From an optimization exercise on the open Yosys and OpenROAD flow, aimed at small area, a short achievable clock period and few clock cycles; shortcuts taken in it are not production practice. Only simulation tests tie the RTL to the original design; equivalence was not proved. The flow treats the clock pin as an ideal source, which a real chip does not have. Power is estimated from default activity; no workload was simulated.

## job 4578
==> flow/design.v (excerpt) <==
module cpu_pl(
    input clk,
    input rst,
    output [31:0] imem_addr,
    input [31:0] imem_rdata,
    output [31:0] dmem_addr,
    output [31:0] dmem_wdata,
    output [3:0] dmem_wstrb,
    input [31:0] dmem_rdata
);
Size: roughly 5,100 cells after synthesis, ~64,000 µm² of cells after synthesis.
==> flow/config.mk <==
export PLATFORM = sky130hd
export DESIGN_NAME = cpu_pl
export DESIGN_NICKNAME = cpu_pl
export VERILOG_FILES = /design/flow/design.v
export SDC_FILE = /design/flow/constraint.sdc
export NUM_CORES = 8
export LEC_CHECK = 0
export CAP_MARGIN = 10
export CORE_MARGIN = 2
export CORE_UTILIZATION = 40
export CTS_CLUSTER_DIAMETER = 125
export CTS_CLUSTER_SIZE = 24
export GPL_TIMING_DRIVEN = 1
export PLACE_DENSITY = 0.5
export SLEW_MARGIN = 10
export SYNTH_HIERARCHICAL = 1
export SYNTH_MINIMUM_KEEP_SIZE = 0
==> flow/constraint.sdc <==
create_clock -name core_clock -period 10.5 [get_ports {clk}]
set_input_delay 2.1000 -clock core_clock [delete_from_list [all_inputs] [get_ports {clk}]]
set_output_delay 2.1000 -clock core_clock [all_outputs]
set_load 0.01 [all_outputs]
standard.sh (not shown) runs the stock make flow with config.mk's settings and CLKGATE_MAP_FILE= SYNTH_SCRIPT=/design/flow/synth_recipe.tcl, a recipe that flattens the netlist after the stock synthesis.
==> flow/flow/run.sh <==
#!/bin/bash
# Layout flow: the standard flow (standard.sh), with the port buffers made
# of a small buffer cell, timing repair aimed below the clock period, and a
# second round of setup repair after clock tree synthesis.
set -euo pipefail
F=$(cd "$(dirname "$0")" && pwd)
bash standard.sh synth > flow_synth.log 2>&1
bash standard.sh \
    "BUFFER_PORTS_ARGS=-buffer_cell sky130_fd_sc_hd__buf_1" \
    "SETUP_SLACK_MARGIN=7" \
    "POST_CTS_TCL=$F/post_cts.tcl" \
    finish > flow_layout.log 2>&1
==> flow/flow/post_cts.tcl <==
# a second round of setup repair after clock tree synthesis
estimate_parasitics -placement
repair_timing -setup -setup_margin $::env(SETUP_SLACK_MARGIN) -repair_tns 100 -max_passes 1000 -verbose
detailed_placement
check_placement -verbose
Testbench counts of job 4578, summed over its fixed seeds: cycles 442,009.
#### Input delta (job 5923 over job 4578)
# job 4578
export LEC_CHECK = 0
export CAP_MARGIN = 10
export CORE_MARGIN = 2
export CORE_UTILIZATION = 40
export CTS_CLUSTER_DIAMETER = 125
export CTS_CLUSTER_SIZE = 24
export GPL_TIMING_DRIVEN = 1
export PLACE_DENSITY = 0.5
export SLEW_MARGIN = 10
export SYNTH_HIERARCHICAL = 1
export SYNTH_MINIMUM_KEEP_SIZE = 0
create_clock -name core_clock -period 10.5 [get_ports {clk}]
# job 5923
export LEC_CHECK = 0
export CAP_MARGIN = 10
export CORE_MARGIN = 2
export CORE_UTILIZATION = 40
export CTS_CLUSTER_DIAMETER = 130
export CTS_CLUSTER_SIZE = 26
export GPL_TIMING_DRIVEN = 1
export PLACE_DENSITY = 0.5
export SLEW_MARGIN = 10
export SYNTH_HIERARCHICAL = 1
export SYNTH_MINIMUM_KEEP_SIZE = 0
create_clock -name core_clock -period 10.5 [get_ports {clk}]
[summary]
- The capture point of the worst path comes out e_a[13] in one run and e_a[12] in the other, namely in job 4578 and job 5923 respectively.
- Job 5923: no failed stages, no open violations at the end
- Taking job 4578 as the reference, in job 5923 area taken by multi-input logic gates ~0 delta, maximum fanout along the worst path closely matched the old numbers, actual transition at the worst max-transition pin has increased, total power -about 1.8%.
[inputs] job 2575 vs job 5923
# job 5923
export LEC_CHECK = 0
export CAP_MARGIN = 10
export CORE_MARGIN = 2
export CORE_UTILIZATION = 40
export CTS_CLUSTER_DIAMETER = 130
export CTS_CLUSTER_SIZE = 26
export GPL_TIMING_DRIVEN = 1
export PLACE_DENSITY = 0.5
export SLEW_MARGIN = 10
export SYNTH_HIERARCHICAL = 1
export SYNTH_MINIMUM_KEEP_SIZE = 0
create_clock -name core_clock -period 10.5 [get_ports {clk}]
# job 2575
export LEC_CHECK = 0
export CAP_MARGIN = 10
export CORE_MARGIN = 2
export CORE_UTILIZATION = 40
export CTS_CLUSTER_DIAMETER = 125
export CTS_CLUSTER_SIZE = 24
export GPL_TIMING_DRIVEN = 1
export PLACE_DENSITY = 0.5
export SLEW_MARGIN = 10
export SYNTH_HIERARCHICAL = 1
export SYNTH_MINIMUM_KEEP_SIZE = 0
create_clock -name core_clock -period 10.5 [get_ports {clk}]
==> flow/flow/post_cts.tcl <==
# a second round of setup repair after clock tree synthesis, then smaller
# cells where the slack allows
estimate_parasitics -placement
repair_timing -setup -setup_margin $::env(SETUP_SLACK_MARGIN) -repair_tns 100 -max_passes 1000 -verbose
repair_timing -recover_power 100 -setup_margin 6.9 -verbose
detailed_placement
check_placement -verbose
Notes after the runs:
Job 5923 was routed with fewer vias than job 2575.
First element of the critical path = d_sel2[28]: job 2575; first element of the critical path = d_sel1[21]: job 5923
Diff job 5923..job 2575 | aggregate global routing overflow | unchanged
On setup slack, the lower figure sits with job 5923, not job 2575.
Sort job 5923 and job 2575 by worst-case hold slack, ascending, and job 2575 comes first.
The standard cells in job 2575 occupy more silicon area than those in job 5923 do.
## Diff of input files: job 1814 against job 2575
--- a/flow/flow/run.sh
+++ b/flow/flow/run.sh
@@ -11,2 +11,3 @@
     "POST_CTS_TCL=$F/post_cts.tcl" \
+    "MATCH_CELL_FOOTPRINT=0" \
     finish > flow_layout.log 2>&1
==> flow/flow/post_cts.tcl <==
# a second round of setup repair after clock tree synthesis
estimate_parasitics -placement
repair_timing -setup -setup_margin $::env(SETUP_SLACK_MARGIN) -repair_tns 100 -max_passes 1000 -verbose
detailed_placement
check_placement -verbose
Job 1814 and job 2575 ended up with roughly the same combined area of the multi-input logic cells.
In job 1814, largest voltage drop on the vdd net is lower than in job 2575.
Job 2575 ended up with e_b[16] as its capturing element of the worst setup path; job 1814 ended up with e_b[4].
Diff job 2575 -> job 1814: layout cell share with drive strength beyond 1 was more or less identical; count of clock-buffer cells in the layout went down; final worst-path cycle share moved up; vias per cell shows an increase of about 1%.
The lower routed wire length of job 2575 and job 1814 is in job 2575.
Global-route usage of job 2575 is on par with job 1814.
Job 1814 reports a lower final area than job 2575 does.
The worst setup slack before clock tree synthesis of job 1814 is higher than that of job 2575.
Going from job 2575 to job 1814, the multi-input combinational area share was found to have gone up by 0.43 points.

========
Setup of violet:
The RTL this note starts from:
==> flow/design.v <==
module cpu_pl(
    input clk,
    input rst,
    output [31:0] imem_addr,
    input [31:0] imem_rdata,
    output [31:0] dmem_addr,
    output [31:0] dmem_wdata,
    output [3:0] dmem_wstrb,
    input [31:0] dmem_rdata
);
reg [7:0] pc;
reg [7:0] ras;           
reg d_valid;
reg [31:0] d_inst;
reg [7:0] d_pc;
reg [7:0] d_alt;
reg e_we, e_ld, e_st, e_br, e_jalr;
reg [4:0] e_rd;
reg [31:0] e_a, e_b;
reg [11:0] e_i;
reg e_usei, e_fwda, e_fwdb;
reg [2:0] e_f3;          
reg [2:0] e_mf3;         
reg e_sub, e_arith, e_passb;
reg e_pred;
reg [7:0] e_alt;
reg w_we;
reg [4:0] w_rd;
reg [31:0] w_res;
reg [31:0] w_sdata;
reg [3:0] w_strb;
wire w_st = |w_strb;
wire stall;
wire redirect;
wire [7:0] redirect_pc;
wire [31:0] fi = imem_rdata;
wire f_jal = fi[6:2] == 5'b11011;
wire f_br = fi[6:2] == 5'b11000;
wire f_jalr = fi[6:2] == 5'b11001;
wire [7:0] f_off = f_jal ? fi[29:22] : {fi[29:25], fi[11:9]};
wire [7:0] f_tgt = pc + f_off;
wire [7:0] f_inc = pc + 8'd1;
wire [7:0] f_next = f_jalr ? ras : ((f_jal | (f_br & fi[31])) ? f_tgt : f_inc);
wire [7:0] f_alt = f_jalr ? ras : (fi[31] ? f_inc : f_tgt);
assign imem_addr = {18'b0, 2'b11, 2'b00, pc, 2'b00};
always @(posedge clk or posedge rst) begin
    if (rst) begin
        pc <= 8'd0;
        ras <= 8'd0;
    end else begin
        if (redirect) pc <= redirect_pc;
        else if (!stall) pc <= f_next;
        if (!redirect && !stall && (f_jal | f_jalr) && fi[11:7] == 5'd1) ras <= f_inc;
    end
end
always @(posedge clk or posedge rst) begin
    if (rst) d_valid <= 1'b0;
    else if (redirect) d_valid <= 1'b0;
    else if (!stall) d_valid <= 1'b1;
end
always @(posedge clk) begin
    if (!stall) begin
        d_inst <= fi;
        d_pc <= pc;
        d_alt <= f_alt;
    end
end
wire [4:0] op = d_inst[6:2];
wire [2:0] f3 = d_inst[14:12];
wire [4:0] rs1 = d_inst[19:15];
wire [4:0] rs2 = d_inst[24:20];
wire [4:0] rd = d_inst[11:7];
wire i_lui = op == 5'b01101;
wire i_auipc = op == 5'b00101;
wire i_jal = op == 5'b11011;
wire i_jalr = op == 5'b11001;
wire i_br = op == 5'b11000;
wire i_ld = op == 5'b00000;
wire i_st = op == 5'b01000;
wire i_opi = op == 5'b00100;
wire i_op = op == 5'b01100;
wire uses1 = ~(i_lui | i_auipc | i_jal);
wire uses2 = i_op | i_br | i_st;
wire writes = (i_lui | i_auipc | i_jal | i_jalr | i_ld | i_opi | i_op) && rd != 5'd0;
reg [31:0] rf [1:31];
reg [31:1] rf_v;
function [31:0] rf_init(input [4:0] a);
    rf_init = (a == 5'd2) ? 32'h00002ffc : (a == 5'd3) ? 32'h00001800 : 32'h0;
endfunction
wire [31:0] rf1 = rf[rs1];
wire [31:0] rf2 = rf[rs2];
wire v1 = rs1 != 5'd0 && rf_v[rs1];
wire v2 = rs2 != 5'd0 && rf_v[rs2];
wire [31:0] rv1 = (w_we && w_rd == rs1) ? w_res : (v1 ? rf1 : rf_init(rs1));
wire [31:0] rv2 = (w_we && w_rd == rs2) ? w_res : (v2 ? rf2 : rf_init(rs2));
always @(posedge clk or posedge rst) begin
    if (rst) rf_v <= 31'b0;
    else if (w_we) rf_v[w_rd] <= 1'b1;
end
always @(posedge clk) begin
    if (w_we) rf[w_rd] <= w_res;
end
wire [8:0] d_inc = {1'b0, d_pc} + 9'd1;
wire [31:0] link = {18'b0, 2'b11, 1'b0, d_inc, 2'b00};
wire [31:0] pcfull = {18'b0, 2'b11, 2'b00, d_pc, 2'b00};
always @(posedge clk or posedge rst) begin
    if (rst) begin
        e_we <= 1'b0; e_ld <= 1'b0; e_st <= 1'b0; e_br <= 1'b0; e_jalr <= 1'b0;
    end else if (redirect || (!stall && !d_valid)) begin
        e_we <= 1'b0; e_ld <= 1'b0; e_st <= 1'b0; e_br <= 1'b0; e_jalr <= 1'b0;
    end else if (!stall) begin
        e_we <= writes;
        e_ld <= i_ld;
        e_st <= i_st;
        e_br <= i_br;
        e_jalr <= i_jalr;
    end
end
always @(posedge clk) begin
    if (!stall) begin
        e_rd <= rd;
        e_a <= i_auipc ? pcfull : rv1;
        e_b <= (i_lui | i_auipc) ? {d_inst[31:12], 12'b0} : (i_jal | i_jalr) ? link : rv2;
        e_i <= i_st ? {d_inst[31:25], d_inst[11:7]} : d_inst[31:20];
        e_usei <= i_opi | i_ld | i_st | i_jalr;
        e_fwda <= uses1 && e_we && e_rd == rs1;
        e_fwdb <= uses2 && e_we && e_rd == rs2;
        e_f3 <= (i_opi | i_op | i_br) ? f3 : 3'b000;
        e_mf3 <= f3;
        e_sub <= i_br | ((i_op | i_opi) && (f3 == 3'b010 || f3 == 3'b011)) | (i_op && f3 == 3'b000 && d_inst[30]);
        e_arith <= d_inst[30];
        e_passb <= i_lui | i_jal | i_jalr;
        e_pred <= d_inst[31];
        e_alt <= d_alt;
    end
end
wire [31:0] a = e_fwda ? w_res : e_a;
wire [31:0] bf = e_fwdb ? w_res : e_b;
wire [31:0] isx = {{20{e_i[11]}}, e_i};
wire [31:0] b = e_usei ? isx : bf;
wire [9:0] agu = a[9:0] + e_i[9:0];
wire [32:0] sum = {1'b0, a} + {1'b0, e_sub ? ~b : b} + {32'b0, e_sub};
wire ltu = ~sum[32];
wire lt = (a[31] ^ b[31]) ? a[31] : sum[31];
wire eq = a == b;
wire left = ~e_f3[2];
wire [31:0] sh_in;
wire [31:0] sh_out;
genvar gi;
generate
    for (gi = 0; gi < 32; gi = gi + 1) begin : rev
        assign sh_in[gi] = left ? a[31 - gi] : a[gi];
    end
endgenerate
wire [63:0] sh_wide = {{32{e_arith & a[31] & ~left}}, sh_in} >> b[4:0];
wire [31:0] sh_r = sh_wide[31:0];
generate
    for (gi = 0; gi < 32; gi = gi + 1) begin : rev2
        assign sh_out[gi] = left ? sh_r[31 - gi] : sh_r[gi];
    end
endgenerate
reg [31:0] alu;
always @(*) begin
    if (e_passb) alu = bf;
    else case (e_f3)
        3'b000: alu = sum[31:0];
        3'b001: alu = sh_out;
        3'b010: alu = {31'b0, lt};
        3'b011: alu = {31'b0, ltu};
        3'b100: alu = a ^ b;
        3'b101: alu = sh_out;
        3'b110: alu = a | b;
        default: alu = a & b;
    endcase
end
wire cond = (e_f3[2] ? (e_f3[1] ? ltu : lt) : eq) ^ e_f3[0];
wire br_mis = e_br && (cond != e_pred);
wire jalr_mis = e_jalr && (agu[9:2] != e_alt);
assign redirect = br_mis | jalr_mis;
assign redirect_pc = e_jalr ? agu[9:2] : e_alt;
wire [31:0] ld_sh = dmem_rdata >> {agu[1:0], 3'b000};
reg [31:0] ld;
always @(*) begin
    case (e_mf3)
        3'b000: ld = {{24{ld_sh[7]}}, ld_sh[7:0]};
        3'b001: ld = {{16{ld_sh[15]}}, ld_sh[15:0]};
        3'b100: ld = {24'b0, ld_sh[7:0]};
        3'b101: ld = {16'b0, ld_sh[15:0]};
        default: ld = ld_sh;
    endcase
end
assign stall = w_st & e_ld;
wire [31:0] sdata = e_mf3[1] ? bf : e_mf3[0] ? {2{bf[15:0]}} : {4{bf[7:0]}};
wire [3:0] strb = e_mf3[1] ? 4'b1111 : e_mf3[0] ? (agu[1] ? 4'b1100 : 4'b0011) : (4'b0001 << agu[1:0]);
always @(posedge clk or posedge rst) begin
    if (rst) begin
        w_we <= 1'b0;
        w_strb <= 4'b0;
    end else begin
        w_we <= e_we & ~stall;
        w_strb <= e_st ? strb : 4'b0;
    end
end
always @(posedge clk) begin
    w_rd <= e_rd;
    w_res <= e_ld ? ld : alu;
    w_sdata <= sdata;
end
assign dmem_addr = {w_res[31:10], w_st ? w_res[9:2] : agu[9:2], w_res[1:0]};
assign dmem_wdata = w_sdata;
assign dmem_wstrb = w_strb;
endmodule
make LEC_CHECK=0 CAP_MARGIN=40 CORE_MARGIN=2 CORE_UTILIZATION=25 PLACE_DENSITY=0.35 SLEW_MARGIN=40 finish   # period 10.5 ns
run.sh (not shown) runs the stock make flow with config.mk's settings and CLKGATE_MAP_FILE= SYNTH_SCRIPT=/design/flow/synth_recipe.tcl, a recipe that flattens the netlist after the stock synthesis.
Stock flow here: none of the scripts above is used.
violet ran to completion and came out clean on the timing, design-rule and antenna checks.
Testbench counts of violet, summed over its fixed seeds: cycles 428,020.
The following lists how tundra was set up differently from violet:
Settings: a change of PLACE_DENSITY from 0.35 to 0.6; an added SETUP_SLACK_MARGIN of 5; an added GPL_TIMING_DRIVEN of 1; a change of CORE_UTILIZATION from 25 to 50; a change of SLEW_MARGIN from 40 to 20; a change of CAP_MARGIN from 40 to 20.
### Flow results
violet ran to completion and came out clean on the timing, design-rule and antenna checks. tundra was carried through to the last stage, and its layout satisfied the timing, design-rule and antenna checks. Summary of tundra over violet: number of pins with negative max-slew slack in the final report ~0 delta, multi-input logic portion of the cell area +1.7 points. Going from violet to tundra, number of well-tap cells placed shrank by 50%, pin count of the biggest net entering global routing +8, fraction of area in clock buffers and inverters now sits lower. violet -> tundra: synthesized cell count delta 0, exact match.

========
Another version of the RTL of cpu_pl (not shown whole).
Size: about 5400 cells after synthesis, ~1300 flip-flops, roughly 170 I/O pins, roughly 65000 sq um of cells after synthesis.
==> flow/config.mk <==
export PLATFORM = sky130hd
export DESIGN_NAME = cpu_pl
export DESIGN_NICKNAME = cpu_pl
export VERILOG_FILES = /design/flow/design.v
export SDC_FILE = /design/flow/constraint.sdc
export NUM_CORES = 8
export LEC_CHECK = 0
export CAP_MARGIN = 10
export CORE_MARGIN = 2
export CORE_UTILIZATION = 40
export CTS_CLUSTER_DIAMETER = 125
export CTS_CLUSTER_SIZE = 24
export GPL_TIMING_DRIVEN = 1
export PLACE_DENSITY = 0.6
export SLEW_MARGIN = 10
export SYNTH_HIERARCHICAL = 1
export SYNTH_MINIMUM_KEEP_SIZE = 0
==> flow/constraint.sdc <==
create_clock -name core_clock -period 10.5 [get_ports {clk}]
set_input_delay 2.1000 -clock core_clock [delete_from_list [all_inputs] [get_ports {clk}]]
set_output_delay 2.1000 -clock core_clock [all_outputs]
set_load 0.01 [all_outputs]
standard.sh (not shown) runs the stock make flow with config.mk's settings and CLKGATE_MAP_FILE= SYNTH_SCRIPT=/design/flow/synth_recipe.tcl, a recipe that flattens the netlist after the stock synthesis.
==> flow/flow/run.sh <==
#!/bin/bash
# Layout flow: the standard flow (standard.sh), with the port buffers made
# of a fast buffer cell and timing repair aimed below the clock period.
set -euo pipefail
bash standard.sh synth > flow_synth.log 2>&1
bash standard.sh \
    "BUFFER_PORTS_ARGS=-buffer_cell sky130_fd_sc_hd__buf_4" \
    "SETUP_SLACK_MARGIN=7" \
    finish > flow_layout.log 2>&1
Testbench counts at the start, summed over its fixed seeds: cycles 442,009.
Change:
--- a/flow/config.mk
+++ b/flow/config.mk
@@ -11,6 +11,7 @@
 export CTS_CLUSTER_DIAMETER = 125
 export CTS_CLUSTER_SIZE = 24
+export GPL_ROUTABILITY_DRIVEN = 0
 export GPL_TIMING_DRIVEN = 1
-export PLACE_DENSITY = 0.6
+export PLACE_DENSITY = 0.5
 export SLEW_MARGIN = 10
 export SYNTH_HIERARCHICAL = 1
Effect: The new run finished clean; setup slack is better by 40 ps; routed wire length rose by a little under a tenth; combinational power fell by a few percent; final cell count barely changes.

port drivers added, routing unchanged:
No port has a modelled driver above. Below, the same layouts with a new extraction and two added sets of constraints. Step 1, drivers: a clkbuf_16 drives clk and a buf_2 each remaining input, both assumed. Step 2 moves the port delays by t, midway between the first and last clock arrival at a register: inputs arrive t later, outputs are due t later. That takes back most of the time a late clock gives input paths. Three values: no drivers, after step 1, after step 2; two values: the first two.
run	shift t [ns]	setup slack, ns	worst hold slack (ns)	worst setup path after step 2	clock arrival spread, ns
job 4578	0.791	6.966 / 6.934 / 6.212	0.342 / 0.342 / 0.342	input to register	0.056 / 0.056
job 5923	0.841	6.748 / 6.748 / 6.200	0.356 / 0.356 / 0.356	input to register	0.069 / 0.068
job 2575	0.801	6.892 / 6.892 / 6.229	0.336 / 0.336 / 0.336	input to register	0.056 / 0.056
job 1814	0.810	6.759 / 6.759 / 6.249	0.346 / 0.346 / 0.346	input to register	0.050 / 0.050
violet	0.900	3.238 / 3.147 / 3.996	0.419 / 0.419 / 0.419	register to register	0.037 / 0.038
tundra	0.849	4.868 / 4.795 / 4.868	0.427 / 0.427 / 0.427	input to register	0.047 / 0.046
the first run of note 3	0.810	6.856 / 6.856 / 6.223	0.353 / 0.353 / 0.353	input to register	0.060 / 0.060
the second run of note 3	0.808	6.896 / 6.896 / 6.306	0.352 / 0.352 / 0.352	input to register	0.057 / 0.057
After both steps every run listed still meets setup and hold. The setup slack of job 4578, which loses most, moves by -0.032 ns with the drivers and by -0.754 ns with both steps.
